From an optimization exercise on the open Yosys and OpenROAD flow, aimed at small area; shortcuts taken in it are not production practice. In this exercise RTL edits were held to simulation tests only and were not proved equivalent to the original.

v6:
==> flow/design.v <==
`timescale 1ns / 1ps
module PongWithSound(
	input Clock, Reset, rota, rotb,
	output [2:0] red,
	output [2:0] green,
	output [1:0] blue,
	output hsync, vsync
);
	reg [11:0] c;
	reg [9:0]  y;
	wire [9:0] x = c[11:2];
	wire lineEnd = c[11] & c[10] & c[7];         
	wire yEnd    = y[9] & y[3];                  
	wire x0      = ~|x;
	wire yInc    = x0 & c[1] & ~c[0];            
	reg [11:0] cNext;
	reg [9:0]  yNext;
	always @* begin : comb1
		reg t;
		integer i;
		t = 1'b1;
		for (i = 0; i < 12; i = i + 1) begin
			cNext[i] = c[i] ^ t;
			t = t & c[i];
		end
		if (lineEnd) begin              
			cNext[11] = 1'b0;
			cNext[10] = 1'b0;
			cNext[7]  = 1'b0;
		end
		t = yInc;
		for (i = 0; i < 10; i = i + 1) begin
			yNext[i] = y[i] ^ t;
			t = t & y[i];
		end
		if (yEnd) begin                 
			yNext[9] = 1'b0;
			yNext[3] = 1'b0;
		end
	end
	always @(posedge Clock or posedge Reset)
		if (Reset) begin
			c <= 12'd2;
			y <= 10'd0;
		end
		else begin
			c <= cNext;
			y <= yNext;
		end
	wire [7:0] xl = x[7:0];
	wire hsArea = x[9] & ~x[8] & (xl >= 8'd153) & (xl <= 8'd248);
	assign hsync = ~hsArea;
	assign vsync = ~(y[8] & y[7] & y[6] & y[5] & ~y[4] & y[3] & ~y[2] & y[1]);
	reg [2:0] quadAr, quadBr;
	reg [6:0] pad;
	always @(posedge Clock or posedge Reset)
		if (Reset) begin
			quadAr <= 3'b000;
			quadBr <= 3'b000;
		end
		else begin
			quadAr <= {quadAr[1:0], rota};
			quadBr <= {quadBr[1:0], rotb};
		end
	wire padUp = quadAr[2] ^ quadBr[1];                  
	wire padEn = padUp ^ quadAr[1] ^ quadBr[2];
	reg [6:0] padNext;
	always @* begin : padstep
		reg t;
		integer i;
		t = padEn;
		for (i = 0; i < 7; i = i + 1) t = t & (pad[i] ^ ~padUp);
		t = padEn & ~t;
		for (i = 0; i < 7; i = i + 1) begin
			padNext[i] = pad[i] ^ t;
			t = t & (pad[i] ^ ~padUp);
		end
	end
	always @(posedge Clock or posedge Reset)
		if (Reset) pad <= 7'd0;
		else pad <= padNext;
	reg [8:0] bx;
	reg [7:0] by;
	reg ballXdir, ballYdir, bounceX, bounceY;
	reg [5:0] miss;      
	wire y480       = y[8] & y[7] & y[6] & y[5] & ~|y[4:0];
	wire endOfFrame = x0 & y480;
	wire ballZero   = ~|bx & ~|by;
	wire xUp = ballXdir ^ bounceX;
	wire yUp = ballYdir ^ bounceY;
	wire ballGo   = endOfFrame & ~ballZero;
	wire ballLoad = endOfFrame & ballZero;
	localparam [8:0] LOADX = 9'd240;
	localparam [7:0] LOADY = 8'd150;
	reg [8:0] bxNext;
	reg [7:0] byNext;
	always @* begin : ballstep
		reg t;
		integer i;
		t = ballGo;
		for (i = 0; i < 9; i = i + 1) begin
			bxNext[i] = bx[i] ^ (t | (LOADX[i] & ballLoad));
			t = t & (bx[i] ^ ~xUp);
		end
		t = ballGo;
		for (i = 0; i < 8; i = i + 1) begin
			byNext[i] = by[i] ^ (t | (LOADY[i] & ballLoad));
			t = t & (by[i] ^ ~yUp);
		end
	end
	always @(posedge Clock or posedge Reset)
		if (Reset) begin
			bx <= 9'd0;
			by <= 8'd0;
		end
		else begin
			bx <= bxNext;
			by <= byNext;
		end
	wire yvis    = ~y[9] & ~(y[8] & y[7] & y[6] & y[5]);     
	wire xvis    = ~(x[9] & (x[8] | x[7]));                  
	wire visible = xvis & yvis;
	wire top     = visible & ~|y[9:2];
	wire bottom  = visible & (y[9:2] == 8'd119);
	wire left    = visible & ~|x[9:2];
	wire right   = visible & (x[9:2] == 8'd159);
	wire border  = left | right | top;
	wire [8:0] nxh = ~x[9:1];
	reg [8:0] u;
	always @* begin : padcmp
		reg t;
		integer i;
		t = 1'b0;
		for (i = 0; i < 8; i = i + 1) begin
			u[i] = (i < 7 ? pad[i] : 1'b0) ^ nxh[i+1] ^ t;
			t = ((i < 7 ? pad[i] : 1'b0) & nxh[i+1]) | (((i < 7 ? pad[i] : 1'b0) ^ nxh[i+1]) & t);
		end
		u[8] = t;
	end
	wire paddleRow = (y[9:3] == 7'd55);
	wire paddle = paddleRow & ~u[8] & u[7] & u[6] & u[5] & ~(&u[4:0])
	              & ~(~|u[4:0] & (x[1] | x[0]));
	reg [9:0] vx, vy;
	always @* begin : ballcmp
		reg t;
		integer i;
		t = 1'b0;
		for (i = 0; i < 9; i = i + 1) begin
			vx[i] = bx[i] ^ nxh[i] ^ t;
			t = (bx[i] & nxh[i]) | ((bx[i] ^ nxh[i]) & t);
		end
		vx[9] = t;
		t = 1'b0;
		for (i = 0; i < 9; i = i + 1) begin
			vy[i] = (i < 8 ? by[i] : 1'b0) ^ ~y[i+1] ^ t;
			t = ((i < 8 ? by[i] : 1'b0) & ~y[i+1]) | (((i < 8 ? by[i] : 1'b0) ^ ~y[i+1]) & t);
		end
		vy[9] = t;
	end
	wire ball = ~vx[9] & (&vx[8:2]) & ~vy[9] & (&vy[8:2]);
	wire missed     = visible & |miss;
	wire background = visible & ~(border | paddle | ball);
	wire checkerboard = x[5] ^ y[5];
	assign red   = { missed | border | paddle, 2'b00 };
	assign green = { ~missed & (border | paddle | ball), 2'b00 };
	assign blue  = { ~missed & (border | ball), background & checkerboard };
	always @(posedge Clock or posedge Reset)
		if (Reset) miss <= 6'd0;
		else if (!endOfFrame) begin
			if (ball && bottom) miss <= 6'b000001;
		end
		else if (!ballZero)
			miss <= {miss[4:0], (miss[5] ^ miss[4]) & |miss[4:0]};
	always @(posedge Clock)
		if (!endOfFrame) begin
			if (ball && (left || right))
				bounceX <= 1'b1;
			if (ball && (top || bottom || (paddle && ballYdir)))
				bounceY <= 1'b1;
		end
		else begin
			if (ballZero) begin
				ballXdir <= 1'b1;
				ballYdir <= 1'b1;
			end
			else begin
				if (bounceX) ballXdir <= ~ballXdir;
				if (bounceY) ballYdir <= ~ballYdir;
			end
			bounceX <= 1'b0;
			bounceY <= 1'b0;
		end
endmodule
clock: 10.0 ns
lec_check: 0
cap_margin: 20
core_margin: 2
core_utilization: 40
slew_margin: 20
standard.sh (not shown) runs the stock make flow with config.mk's settings and CLKGATE_MAP_FILE= SYNTH_SCRIPT=/design/flow/synth_recipe.tcl, a recipe that flattens the netlist after the stock synthesis.
==> flow/flow/run.sh <==
#!/bin/bash
# Layout flow: the standard ORFS flow (standard.sh) with changes that
# only affect cell area:
#  - synthesis runs the standard flow's synthesis script on a copy of ORFS's scripts in
#    which ABC maps the logic with an area-oriented script (flow/abc.script)
#    and Yosys does not extract full/half adder cells; everything before
#    technology mapping (and so every register, its name and its cell) is
#    the same as in the standard synthesis,
#  - input/output ports are buffered with buf_1 instead of the default cell,
#  - the clock tree is built from clkbuf_2/clkbuf_4 without dummy loads.
# Each step's output goes to a log file of its own in the work folder.
set -euo pipefail
W=$PWD
rm -rf "$W/scripts_area"
cp -r "$FLOW_HOME/scripts" "$W/scripts_area"
cp "$W/flow/abc.script" "$W/scripts_area/abc_speed.script"
sed -i '/^[[:space:]]*extract_fa /d' "$W/scripts_area/synth.tcl"
export BUFFER_PORTS_ARGS="-buffer_cell sky130_fd_sc_hd__buf_1"
export CTS_ARGS="-sink_clustering_enable -repair_clock_nets -dont_use_dummy_load -buf_list {sky130_fd_sc_hd__clkbuf_2 sky130_fd_sc_hd__clkbuf_4}"
bash standard.sh SCRIPTS_DIR="$W/scripts_area" synth > synth.log 2>&1
bash standard.sh floorplan > floorplan.log 2>&1
bash standard.sh place > place.log 2>&1
bash standard.sh cts > cts.log 2>&1
bash standard.sh route > route.log 2>&1
bash standard.sh finish > finish.log 2>&1
test -f out/final.def
==> flow/flow/abc.script <==
strash
&get -n
&fraig -x
&put
scorr
dc2
strash
dch -f
amap
topo
Here is what was changed in the inputs of v7 compared with v6.
diff --git a/flow/design.v b/flow/design.v
--- a/flow/design.v
+++ b/flow/design.v
@@ -35,51 +35,58 @@
 		end
 		if (yEnd) begin                 
 			yNext[9] = 1'b0;
 			yNext[3] = 1'b0;
 		end
 	end
-	always @(posedge Clock or posedge Reset)
+	always @(posedge Clock)
 		if (Reset) begin
 			c <= 12'd2;
 			y <= 10'd0;
 		end
 		else begin
 			c <= cNext;
 			y <= yNext;
 		end
-	wire [7:0] xl = x[7:0];
-	wire hsArea = x[9] & ~x[8] & (xl >= 8'd153) & (xl <= 8'd248);
+	wire hsArea = x[9] & ~x[8] & x[7] & (x[6] | x[5] | (x[4] & x[3] & |x[2:0]))
+	              & ~(x[6] & x[5] & x[4] & x[3] & |x[2:0]);
 	assign hsync = ~hsArea;
 	assign vsync = ~(y[8] & y[7] & y[6] & y[5] & ~y[4] & y[3] & ~y[2] & y[1]);
-	reg [2:0] quadAr, quadBr;
+	reg qa, qb, en1, up1, en2, up2;
 	reg [6:0] pad;
-	always @(posedge Clock or posedge Reset)
+	always @(posedge Clock) begin
 		if (Reset) begin
-			quadAr <= 3'b000;
-			quadBr <= 3'b000;
-		end
-		else begin
-			quadAr <= {quadAr[1:0], rota};
-			quadBr <= {quadBr[1:0], rotb};
-		end
-	wire padUp = quadAr[2] ^ quadBr[1];                  
-	wire padEn = padUp ^ quadAr[1] ^ quadBr[2];
+			qa <= 1'b0;
+			qb <= 1'b0;
+			en1 <= 1'b0;
+			en2 <= 1'b0;
+		end
+		else begin
+			qa <= rota;
+			qb <= rotb;
+			en1 <= qa ^ rota ^ qb ^ rotb;
+			en2 <= en1;
+		end
+		up1 <= qa ^ rotb;
+		up2 <= up1;
+	end
+	wire padUp = up2;                                    
+	wire padEn = en2;
 	reg [6:0] padNext;
 	always @* begin : padstep
 		reg t;
 		integer i;
 		t = padEn;
 		for (i = 0; i < 7; i = i + 1) t = t & (pad[i] ^ ~padUp);
 		t = padEn & ~t;
 		for (i = 0; i < 7; i = i + 1) begin
 			padNext[i] = pad[i] ^ t;
 			t = t & (pad[i] ^ ~padUp);
 		end
 	end
-	always @(posedge Clock or posedge Reset)
+	always @(posedge Clock)
 		if (Reset) pad <= 7'd0;
 		else pad <= padNext;
 	reg [8:0] bx;
 	reg [7:0] by;
 	reg ballXdir, ballYdir, bounceX, bounceY;
 	reg [5:0] miss;      
@@ -105,13 +112,13 @@
 		t = ballGo;
 		for (i = 0; i < 8; i = i + 1) begin
 			byNext[i] = by[i] ^ (t | (LOADY[i] & ballLoad));
 			t = t & (by[i] ^ ~yUp);
 		end
 	end
-	always @(posedge Clock or posedge Reset)
+	always @(posedge Clock)
 		if (Reset) begin
 			bx <= 9'd0;
 			by <= 8'd0;
 		end
 		else begin
 			bx <= bxNext;
@@ -161,13 +168,13 @@
 	wire missed     = visible & |miss;
 	wire background = visible & ~(border | paddle | ball);
 	wire checkerboard = x[5] ^ y[5];
 	assign red   = { missed | border | paddle, 2'b00 };
 	assign green = { ~missed & (border | paddle | ball), 2'b00 };
 	assign blue  = { ~missed & (border | ball), background & checkerboard };
-	always @(posedge Clock or posedge Reset)
+	always @(posedge Clock)
 		if (Reset) miss <= 6'd0;
 		else if (!endOfFrame) begin
 			if (ball && bottom) miss <= 6'b000001;
 		end
 		else if (!ballZero)
 			miss <= {miss[4:0], (miss[5] ^ miss[4]) & |miss[4:0]};
- The final reports for v7 and v6 show footprint of the multi-input gates higher in the former.
- Fraction of final layout cells sized beyond drive strength 1 down 0.35 points in v7 wrt v6
- Going from v6 to v7, maximum clock frequency shrank by a few percent.
- Diff v6 -> v7: number of nets in the finished design increased by about 6% relative to the old numbers; first-iteration DRC count decreased by about 9% relative to the old numbers; worst hold slack increased 3.2 ps.

[re-timing with driven ports]
In the flow no input, the clock included, has a driving cell. The finished layouts below were timed again as built, in two steps.
Step 1 assumes that a clkbuf_16 drives the clock port and a buf_2 every other input.
Step 2 times the ports against the registers' clock, not the clock port: input delays grow and output delays shrink by t, the midpoint of the rising clock arrivals with the driver on.
a / b / c = no drivers / after step 1 / after step 2; a / b = the first two.
| run | shift t [ns] | setup WS [ns] | worst setup path after step 2 | clock arrival spread, ns | pins driven straight from the clock port |
|---|---|---|---|---|---|
| v6 | 0.418 | 4.595 / 4.566 / 4.984 | register to output | 0.028 / 0.028 | 1 |
| v7 | 0.432 | 4.430 / 4.401 / 4.833 | register to output | 0.036 / 0.035 | 1 |
After both steps every run listed still meets setup and hold.
